What follows belongs to an exercise in optimizing a design on an open flow for small area, a short achievable clock period and few clock cycles; a production flow would make more cautious choices.
Function was checked by simulation only, so behaviour that the tests miss may differ from the original.
No activity file was given, so power comes from the tool's default toggle rates.

==> inputs of run K <==
==> flow/design.v <==
module rv32 (clk,clrn,pc,inst,m_addr,d_f_mem,d_t_mem,write,
                                 io_rdn,io_wrn,rvram,wvram,read);
    input         clk, clrn;                                  
    input  [31:0] inst;                                       
    input  [31:0] d_f_mem;                                    
    output [31:0] pc;                                         
    output [31:0] m_addr;                                     
    output [31:0] d_t_mem;                                    
    output  [3:0] write;                                      
    output        read;                                       
    output  [3:0] wvram;                                      
    output        rvram;                                      
    output        io_wrn;                                     
    output        io_rdn;                                     
    reg    [31:0] pc;                                         
    reg    [31:0] ex_a, ex_b, ex_i;                           
    reg    [31:0] ex_c;                                       
    reg           ex_fc;
    reg     [4:0] ex_rd;
    reg           ex_wen, ex_ld, ex_st, ex_jalr, ex_csr, ex_iow;
    reg     [5:0] ex_rb;                                    
    reg           ex_fa, ex_fb;                               
    reg           ex_sub;
    reg           ex_si, ex_smp, ex_smn, ex_sbp, ex_sbn;      
    reg           ex_add, ex_slt, ex_sll, ex_sr, ex_xor, ex_or, ex_and, ex_passi, ex_link;
    reg     [2:0] ex_f3;
    reg    [31:0] m_addr, d_t_mem;                            
    reg     [3:0] write, wvram;
    reg           read, rvram, io_wrn, io_rdn;
    reg     [4:0] m_rd;
    reg           m_wen, m_ld;
    reg     [2:0] m_f3;
    reg    [31:0] m_ldv;
    always @(*) begin
        case (m_f3[1:0])
            2'b00: begin                                        
                case (m_addr[1:0])
                    2'b00: m_ldv[7:0] = d_f_mem[ 7: 0];
                    2'b01: m_ldv[7:0] = d_f_mem[15: 8];
                    2'b10: m_ldv[7:0] = d_f_mem[23:16];
                    default: m_ldv[7:0] = d_f_mem[31:24];
                endcase
                m_ldv[31:8] = {24{~m_f3[2] & m_ldv[7]}};
            end
            2'b01: begin                                        
                m_ldv[15:0] = m_addr[1] ? d_f_mem[31:16] : d_f_mem[15:0];
                m_ldv[31:16] = {16{~m_f3[2] & m_ldv[15]}};
            end
            default: m_ldv = d_f_mem;                           
        endcase
    end
    wire   [31:0] m_val = m_ld ? m_ldv : m_addr;
    reg    [31:0] regfile [1:31];
    always @ (posedge clk) begin
        if (m_wen) regfile[m_rd] <= m_val;
    end
    wire    [6:0] opcode = inst[6:0];
    wire    [2:0] func3  = inst[14:12];
    wire    [4:0] rd     = inst[11:7];
    wire    [4:0] rs     = inst[19:15];
    wire    [4:0] rt     = inst[24:20];
    wire          sign   = inst[31];
    wire   [31:0] broffset  = {{19{sign}},inst[31],inst[7],inst[30:25],inst[11:8],1'b0};
    wire   [31:0] simm      = {{20{sign}},inst[31:20]};
    wire   [31:0] stimm     = {{20{sign}},inst[31:25],inst[11:7]};
    wire   [31:0] uimm      = {inst[31:12],12'h0};
    wire   [31:0] jaloffset = {{11{sign}},inst[31],inst[19:12],inst[20],inst[30:21],1'b0};
    wire d_lui   = (opcode == 7'b0110111);
    wire d_auipc = (opcode == 7'b0010111);
    wire d_jal   = (opcode == 7'b1101111);
    wire d_jalr  = (opcode == 7'b1100111);
    wire d_br    = (opcode == 7'b1100011);
    wire d_ld    = (opcode == 7'b0000011);
    wire d_st    = (opcode == 7'b0100011);
    wire d_opi   = (opcode == 7'b0010011);
    wire d_opr   = (opcode == 7'b0110011);
    wire d_csr   = (opcode == 7'b1110011) & (func3 == 3'b001);
    wire d_alu   = d_opi | d_opr;
    wire d_use1  = ~(d_lui | d_auipc | d_jal);
    wire d_use2  = d_opr | d_st | d_br;
    wire d_wr    = (d_lui | d_auipc | d_jal | d_jalr | d_ld | d_alu | d_csr) & (rd != 5'd0);
    wire d_rdm   = d_ld | d_csr;                                
    reg    [31:0] rf_a, rf_b;
    integer k;
    always @(*) begin
        rf_a = 32'd0;
        rf_b = 32'd0;
        for (k = 1; k < 32; k = k + 1) begin
            rf_a = rf_a | ({32{rs == k}} & regfile[k]);
            rf_b = rf_b | ({32{rt == k}} & regfile[k]);
        end
    end
    wire   [31:0] fd_a = (m_wen && (m_rd == rs)) ? m_val : rf_a;
    wire   [31:0] fd_b = (m_wen && (m_rd == rt)) ? m_val : rf_b;
    wire hz1 = d_use1 & ex_ld & ex_wen & (ex_rd == rs);
    wire hz2 = d_use2 & ex_ld & ex_wen & (ex_rd == rt);
    wire stall = hz1 | hz2;
    wire   [14:0] lo_b     = {1'b0, pc[13:0]} + {1'b0, broffset[13:0]};
    wire   [14:0] lo_j     = {1'b0, pc[13:0]} + {1'b0, jaloffset[13:0]};
    wire          dz_b     = (lo_b[14] == sign);
    wire          dz_j     = lo_j[14] ? (&{inst[31], inst[19:14]}) : ~(|{inst[31], inst[19:14]});
    wire          d_pred   = d_br & sign & dz_b;
    wire          fd_jump  = (d_jal & dz_j) | d_pred;
    wire   [13:0] fd_tgt   = ({14{d_jal}} & lo_j[13:0]) | ({14{~d_jal}} & lo_b[13:0]);
    wire   [31:0] pc4      = pc + 32'd4;
    wire   [31:0] fa = ex_fa ? m_addr : ex_a;
    wire   [31:0] fb = ex_fb ? m_addr : ex_b;
    wire   [31:0] op2 = ({32{ex_si}}  & ex_i)   |
                        ({32{ex_smp}} & m_addr) | ({32{ex_smn}} & ~m_addr) |
                        ({32{ex_sbp}} & ex_b)   | ({32{ex_sbn}} & ~ex_b);
    wire   [33:0] sum_c = {1'b0, fa, 1'b1} + {1'b0, op2, ex_sub};
    wire   [32:0] sum = sum_c[33:1];
    wire          ltu = ~sum[32];                               
    wire          lts = (fa[31] ^ ~op2[31]) ? fa[31] : sum[31];
    wire          lt  = ex_f3[0] ? ltu : lts;
    wire   [31:0] fc   = ex_fc ? m_addr : ex_c;
    wire          eq   = (fc == fb);
    wire          bltu = fc < fb;
    wire          blts = (fc[31] ^ fb[31]) ? fc[31] : bltu;
    wire    [4:0] shamt = ex_si ? ex_i[4:0] : fb[4:0];
    wire   [31:0] shl = fa << shamt;
    wire   [31:0] shr = $signed({ex_f3[2] & ex_i[10] & fa[31], fa}) >>> shamt;
    wire   [31:0] res = ({32{ex_add}}   & sum[31:0])
                      | ({32{ex_slt}}   & {31'd0, lt})
                      | ({32{ex_sll}}   & shl)
                      | ({32{ex_sr}}    & shr)
                      | ({32{ex_xor}}   & (fa ^ op2))
                      | ({32{ex_or}}    & (fa | op2))
                      | ({32{ex_and}}   & (fa & op2))
                      | ({32{ex_passi}} & ex_i)
                      | ({32{ex_link}}  & ex_b);
    wire ex_redirect = (ex_rb[0] & eq)   | (ex_rb[1] & ~eq)  |
                       (ex_rb[2] & blts) | (ex_rb[3] & ~blts) |
                       (ex_rb[4] & bltu) | (ex_rb[5] & ~bltu) | ex_jalr;
    wire [31:0] ex_tgt = {sum[31:1], 1'b0};
    wire vr_space = sum[31] & sum[30] & ~sum[29];
    reg   [3:0] be;
    always @(*) begin
        case (ex_f3[1:0])
            2'b00:   be = 4'b0001 << sum[1:0];
            2'b01:   be = sum[1] ? 4'b1100 : 4'b0011;
            default: be = 4'b1111;
        endcase
    end
    reg  [31:0] st_data;
    always @(*) begin
        case (ex_f3[1:0])
            2'b00:   st_data = {4{fb[7:0]}};
            2'b01:   st_data = {2{fb[15:0]}};
            default: st_data = fb;
        endcase
    end
    wire fwd_b   = d_use2 & (rt != 5'd0) & ex_wen & (ex_rd == rt);
    wire d_sub   = (d_opr & inst[30] & (func3 == 3'b000)) | (d_alu & (func3[2:1] == 2'b01));
    wire fd_go   = ~stall & ~ex_redirect;                       
    always @ (posedge clk or negedge clrn) begin
        if (!clrn) begin
            pc      <= 0;
            ex_wen  <= 0; ex_ld <= 0; ex_st <= 0; ex_rb <= 0; ex_jalr <= 0;
            ex_csr  <= 0; ex_iow <= 0;
            write   <= 0; wvram <= 0; read <= 0; rvram <= 0;
            io_wrn  <= 1; io_rdn <= 1;
            m_wen   <= 0; m_ld <= 0;
        end else begin
            if (ex_redirect)      pc <= ex_tgt;
            else if (stall)       pc <= pc;
            else if (fd_jump)     pc <= {pc[31:14], fd_tgt};
            else                  pc <= pc4;
            ex_wen  <= fd_go & d_wr;
            ex_ld   <= fd_go & d_rdm;
            ex_st   <= fd_go & d_st;
            ex_rb   <= {6{fd_go & d_br}} & (
                       (func3 == 3'b000) ? (d_pred ? 6'b000010 : 6'b000001) :
                       (func3 == 3'b001) ? (d_pred ? 6'b000001 : 6'b000010) :
                       (func3 == 3'b100) ? (d_pred ? 6'b001000 : 6'b000100) :
                       (func3 == 3'b101) ? (d_pred ? 6'b000100 : 6'b001000) :
                       (func3 == 3'b110) ? (d_pred ? 6'b100000 : 6'b010000) :
                       (func3 == 3'b111) ? (d_pred ? 6'b010000 : 6'b100000) : 6'b000000);
            ex_jalr <= fd_go & (d_jalr | (d_jal & ~dz_j));
            ex_csr  <= fd_go & d_csr;
            ex_iow  <= fd_go & d_csr & (rs != 5'd0);
            write   <= {4{ex_st & ~vr_space}} & be;
            wvram   <= {4{ex_st &  vr_space}} & be;
            read    <= ex_ld & ~ex_csr & ~vr_space;
            rvram   <= ex_ld & ~ex_csr &  vr_space;
            io_rdn  <= ~(ex_csr & ex_wen);
            io_wrn  <= ~ex_iow;
            m_wen   <= ex_wen;
            m_ld    <= ex_ld;
        end
    end
    always @ (posedge clk) begin
        ex_a      <= (d_auipc | d_jal | d_br) ? pc : fd_a;
        ex_c      <= fd_a;
        ex_fc     <= d_br & (rs != 5'd0) & ex_wen & (ex_rd == rs);
        ex_b      <= (d_jal | d_jalr) ? pc4 : fd_b;
        ex_i      <= d_br  ? (d_pred ? 32'd4 : broffset) :
                     d_jal ? jaloffset :
                     d_st  ? stimm :
                     (d_lui | d_auipc) ? uimm :
                     d_csr ? {20'd0, inst[31:20]} :
                     (d_opi & (func3[2:1] == 2'b01)) ? ~simm : simm;
        ex_rd     <= rd;
        ex_f3     <= d_csr ? 3'b010 : func3;
        ex_fa     <= d_use1 & ~d_br & (rs != 5'd0) & ex_wen & (ex_rd == rs);
        ex_fb     <= fwd_b;
        ex_sub    <= d_sub;
        ex_si     <= ~d_opr;
        ex_smp    <= d_opr &  fwd_b & ~d_sub;
        ex_smn    <= d_opr &  fwd_b &  d_sub;
        ex_sbp    <= d_opr & ~fwd_b & ~d_sub;
        ex_sbn    <= d_opr & ~fwd_b &  d_sub;
        ex_add    <= ((d_alu & (func3 == 3'b000)) | d_auipc | d_ld | d_st);
        ex_slt    <= d_alu & (func3[2:1] == 2'b01);
        ex_sll    <= d_alu & (func3 == 3'b001);
        ex_sr     <= d_alu & (func3 == 3'b101);
        ex_xor    <= d_alu & (func3 == 3'b100);
        ex_or     <= d_alu & (func3 == 3'b110);
        ex_and    <= d_alu & (func3 == 3'b111);
        ex_passi  <= d_lui | d_csr;
        ex_link   <= d_jal | d_jalr;
        m_addr    <= res;
        d_t_mem   <= ex_csr ? fa : st_data;
        m_rd      <= ex_rd;
        m_f3      <= ex_f3;
    end
endmodule
==> flow/flow/run.sh <==
#!/bin/bash
set -uo pipefail
M=$(cat flow/margin.txt)
MR=$(cat flow/margin_route.txt)
B="BUFFER_PORTS_ARGS=-buffer_cell sky130_fd_sc_hd__buf_4"
bash standard.sh synth > synth.log 2>&1 || exit 1
for step in floorplan place cts; do
  bash standard.sh SETUP_SLACK_MARGIN=$M "$B" $step > $step.log 2>&1 || exit 1
done
for step in route finish; do
  bash standard.sh SETUP_SLACK_MARGIN=$MR "$B" $step > $step.log 2>&1 || exit 1
done
==> flow/flow/margin.txt <==
10.2
==> flow/flow/margin_route.txt <==
9.7
==> flow/standard.sh <==
#!/bin/bash
# synth_recipe.tcl (not shown) runs the flow's synth.tcl, then flattens the netlist and writes it again
# the make line also repeats each setting of config.mk as NAME=value (left out here)
make -C /OpenROAD-flow-scripts/flow DESIGN_CONFIG=/design/flow/config.mk WORK_HOME=/design/flow/orfs CLKGATE_MAP_FILE= SYNTH_SCRIPT=/design/flow/synth_recipe.tcl "${@:-finish}"
==> flow/config.mk <==
export PLATFORM = sky130hd
export DESIGN_NAME = rv32
export DESIGN_NICKNAME = rv32
export VERILOG_FILES = /design/flow/design.v
export SDC_FILE = /design/flow/constraint.sdc
export NUM_CORES = 4
export LEC_CHECK = 0
export CAP_MARGIN = 20
export CELL_PAD_IN_SITES_DETAIL_PLACEMENT = 1
export CORE_MARGIN = 2
export CORE_UTILIZATION = 35
export SLEW_MARGIN = 20
export TNS_END_PERCENT = 5
==> flow/constraint.sdc <==
create_clock -name core_clock -period 14.5 [get_ports {clk}]
set_input_delay 2.9000 -clock core_clock [delete_from_list [all_inputs] [get_ports {clk}]]
set_output_delay 2.9000 -clock core_clock [all_outputs]
set_load 0.01 [all_outputs]
==> run H: changes against run K <==
--- a/flow/design.v
+++ b/flow/design.v
@@ -31,4 +31,7 @@
     reg           m_wen, m_ld;
     reg     [2:0] m_f3;
+    reg    [31:0] w_val;                                      
+    reg     [4:0] w_rd;
+    reg           w_wen;
     reg    [31:0] m_ldv;
     always @(*) begin
@@ -53,5 +56,5 @@
     reg    [31:0] regfile [1:31];
     always @ (posedge clk) begin
-        if (m_wen) regfile[m_rd] <= m_val;
+        if (w_wen) regfile[w_rd] <= w_val;
     end
     wire    [6:0] opcode = inst[6:0];
@@ -91,6 +94,6 @@
         end
     end
-    wire   [31:0] fd_a = (m_wen && (m_rd == rs)) ? m_val : rf_a;
-    wire   [31:0] fd_b = (m_wen && (m_rd == rt)) ? m_val : rf_b;
+    wire   [31:0] fd_a = (m_wen && (m_rd == rs)) ? m_val : (w_wen && (w_rd == rs)) ? w_val : rf_a;
+    wire   [31:0] fd_b = (m_wen && (m_rd == rt)) ? m_val : (w_wen && (w_rd == rt)) ? w_val : rf_b;
     wire hz1 = d_use1 & ex_ld & ex_wen & (ex_rd == rs);
     wire hz2 = d_use2 & ex_ld & ex_wen & (ex_rd == rt);
@@ -162,4 +165,5 @@
             io_wrn  <= 1; io_rdn <= 1;
             m_wen   <= 0; m_ld <= 0;
+            w_wen   <= 0;
         end else begin
             if (ex_redirect)      pc <= ex_tgt;
@@ -188,4 +192,5 @@
             m_wen   <= ex_wen;
             m_ld    <= ex_ld;
+            w_wen   <= m_wen;
         end
     end
@@ -224,4 +229,6 @@
         m_rd      <= ex_rd;
         m_f3      <= ex_f3;
+        w_val     <= m_val;
+        w_rd      <= m_rd;
     end
 endmodule
==> flow/run.sh (new file) <==
#!/bin/bash
# synth_recipe.tcl (not shown) runs the flow's synth.tcl, then flattens the netlist and writes it again
# the make line also repeats each setting of config.mk as NAME=value (left out here)
make -C /OpenROAD-flow-scripts/flow DESIGN_CONFIG=/design/flow/config.mk WORK_HOME=/design/flow/orfs CLKGATE_MAP_FILE= SYNTH_SCRIPT=/design/flow/synth_recipe.tcl finish
--- a/flow/config.mk
+++ b/flow/config.mk
@@ -7,7 +7,5 @@
 export LEC_CHECK = 0
 export CAP_MARGIN = 20
-export CELL_PAD_IN_SITES_DETAIL_PLACEMENT = 1
 export CORE_MARGIN = 2
 export CORE_UTILIZATION = 35
 export SLEW_MARGIN = 20
-export TNS_END_PERCENT = 5
removed: flow/flow/run.sh
removed: flow/flow/margin.txt
removed: flow/flow/margin_route.txt
removed: flow/standard.sh
==> run A: changes against run K <==
--- a/flow/design.v
+++ b/flow/design.v
@@ -31,4 +31,7 @@
     reg           m_wen, m_ld;
     reg     [2:0] m_f3;
+    reg    [31:0] w_val;                                      
+    reg     [4:0] w_rd;
+    reg           w_wen;
     reg    [31:0] m_ldv;
     always @(*) begin
@@ -53,5 +56,5 @@
     reg    [31:0] regfile [1:31];
     always @ (posedge clk) begin
-        if (m_wen) regfile[m_rd] <= m_val;
+        if (w_wen) regfile[w_rd] <= w_val;
     end
     wire    [6:0] opcode = inst[6:0];
@@ -91,6 +94,6 @@
         end
     end
-    wire   [31:0] fd_a = (m_wen && (m_rd == rs)) ? m_val : rf_a;
-    wire   [31:0] fd_b = (m_wen && (m_rd == rt)) ? m_val : rf_b;
+    wire   [31:0] fd_a = (m_wen && (m_rd == rs)) ? m_val : (w_wen && (w_rd == rs)) ? w_val : rf_a;
+    wire   [31:0] fd_b = (m_wen && (m_rd == rt)) ? m_val : (w_wen && (w_rd == rt)) ? w_val : rf_b;
     wire hz1 = d_use1 & ex_ld & ex_wen & (ex_rd == rs);
     wire hz2 = d_use2 & ex_ld & ex_wen & (ex_rd == rt);
@@ -162,4 +165,5 @@
             io_wrn  <= 1; io_rdn <= 1;
             m_wen   <= 0; m_ld <= 0;
+            w_wen   <= 0;
         end else begin
             if (ex_redirect)      pc <= ex_tgt;
@@ -188,4 +192,5 @@
             m_wen   <= ex_wen;
             m_ld    <= ex_ld;
+            w_wen   <= m_wen;
         end
     end
@@ -224,4 +229,6 @@
         m_rd      <= ex_rd;
         m_f3      <= ex_f3;
+        w_val     <= m_val;
+        w_rd      <= m_rd;
     end
 endmodule
==> summary.md <==
| Metric | Value |
|---|---|
| Status | timing/DRC/antenna clean |
| Compound-Gate Fraction of Synth Area | 19.93% |
| Finished Layout Cells | 8424 |
| Post-Synth Simple-Gate Area | 11.09% |
| Sw Pwr | 3603 µW |
| Largest net degree at the start of global routing | 65 |
| Sequential cell area share | 46.19% |
| DR WL/cell | 45.69 µm |
That was run K.
==> summary.md <==
| Metric | Value |
|---|---|
| Status | timing/DRC/antenna clean |
| Compound-Gate Fraction of Synth Area | 19.06% |
| Sw Pwr | 3234 µW |
| Sequential cell area share | 46.07% |
| Post-Synth Simple-Gate Area | 12.18% |
| DR WL/cell | 43.51 µm |
| Largest net degree at the start of global routing | 66 |
That was run A.
==> summary.md <==
| Metric | Value |
|---|---|
| DR WL/cell | 40.38 µm |
| Post-Synth Simple-Gate Area | 12.18% |
| Status | timing/DRC/antenna clean |
| Compound-Gate Fraction of Synth Area | 19.06% |
| Sw Pwr | 3055 µW |
| Finished Layout Cells | 8607 |
| Largest net degree at the start of global routing | 59 |
That was run H.
Testbench counts of run K, summed over its fixed seeds: cycles 44,528.
Testbench counts of run H, summed over its fixed seeds: cycles 44,528.
Testbench counts of run A, summed over its fixed seeds: cycles 44,528.

==> separate check: timing with driven ports <==
Ports are ideal in the flow. The routed layouts listed here were re-timed in OpenROAD. Step 1 assumes that a clkbuf_16 drives the clock port and a buf_2 every other input. Step 2 times the ports against the registers' clock, not the clock port: input delays grow and output delays shrink by t, the midpoint of the rising clock arrivals with the driver on. Slacks: ideal / step 1 / step 2; pairs: ideal / step 1.
run | t, ns | setup slack, ns | worst hold slack (ns) | clock arrival spread, ns
run K | 0.912 | 9.668 / 9.726 / 8.814 | 0.374 / 0.374 / 0.374 | 0.093 / 0.093
run H | 0.885 | 7.368 / 7.427 / 6.543 | 0.360 / 0.360 / 0.360 | 0.049 / 0.049
run A | 0.899 | 9.371 / 9.404 / 8.505 | 0.366 / 0.366 / 0.366 | 0.076 / 0.076
After both steps every run listed still meets setup and hold. The setup slack of run A, which loses most, moves by +0.033 ns with the drivers and by -0.866 ns with both steps.
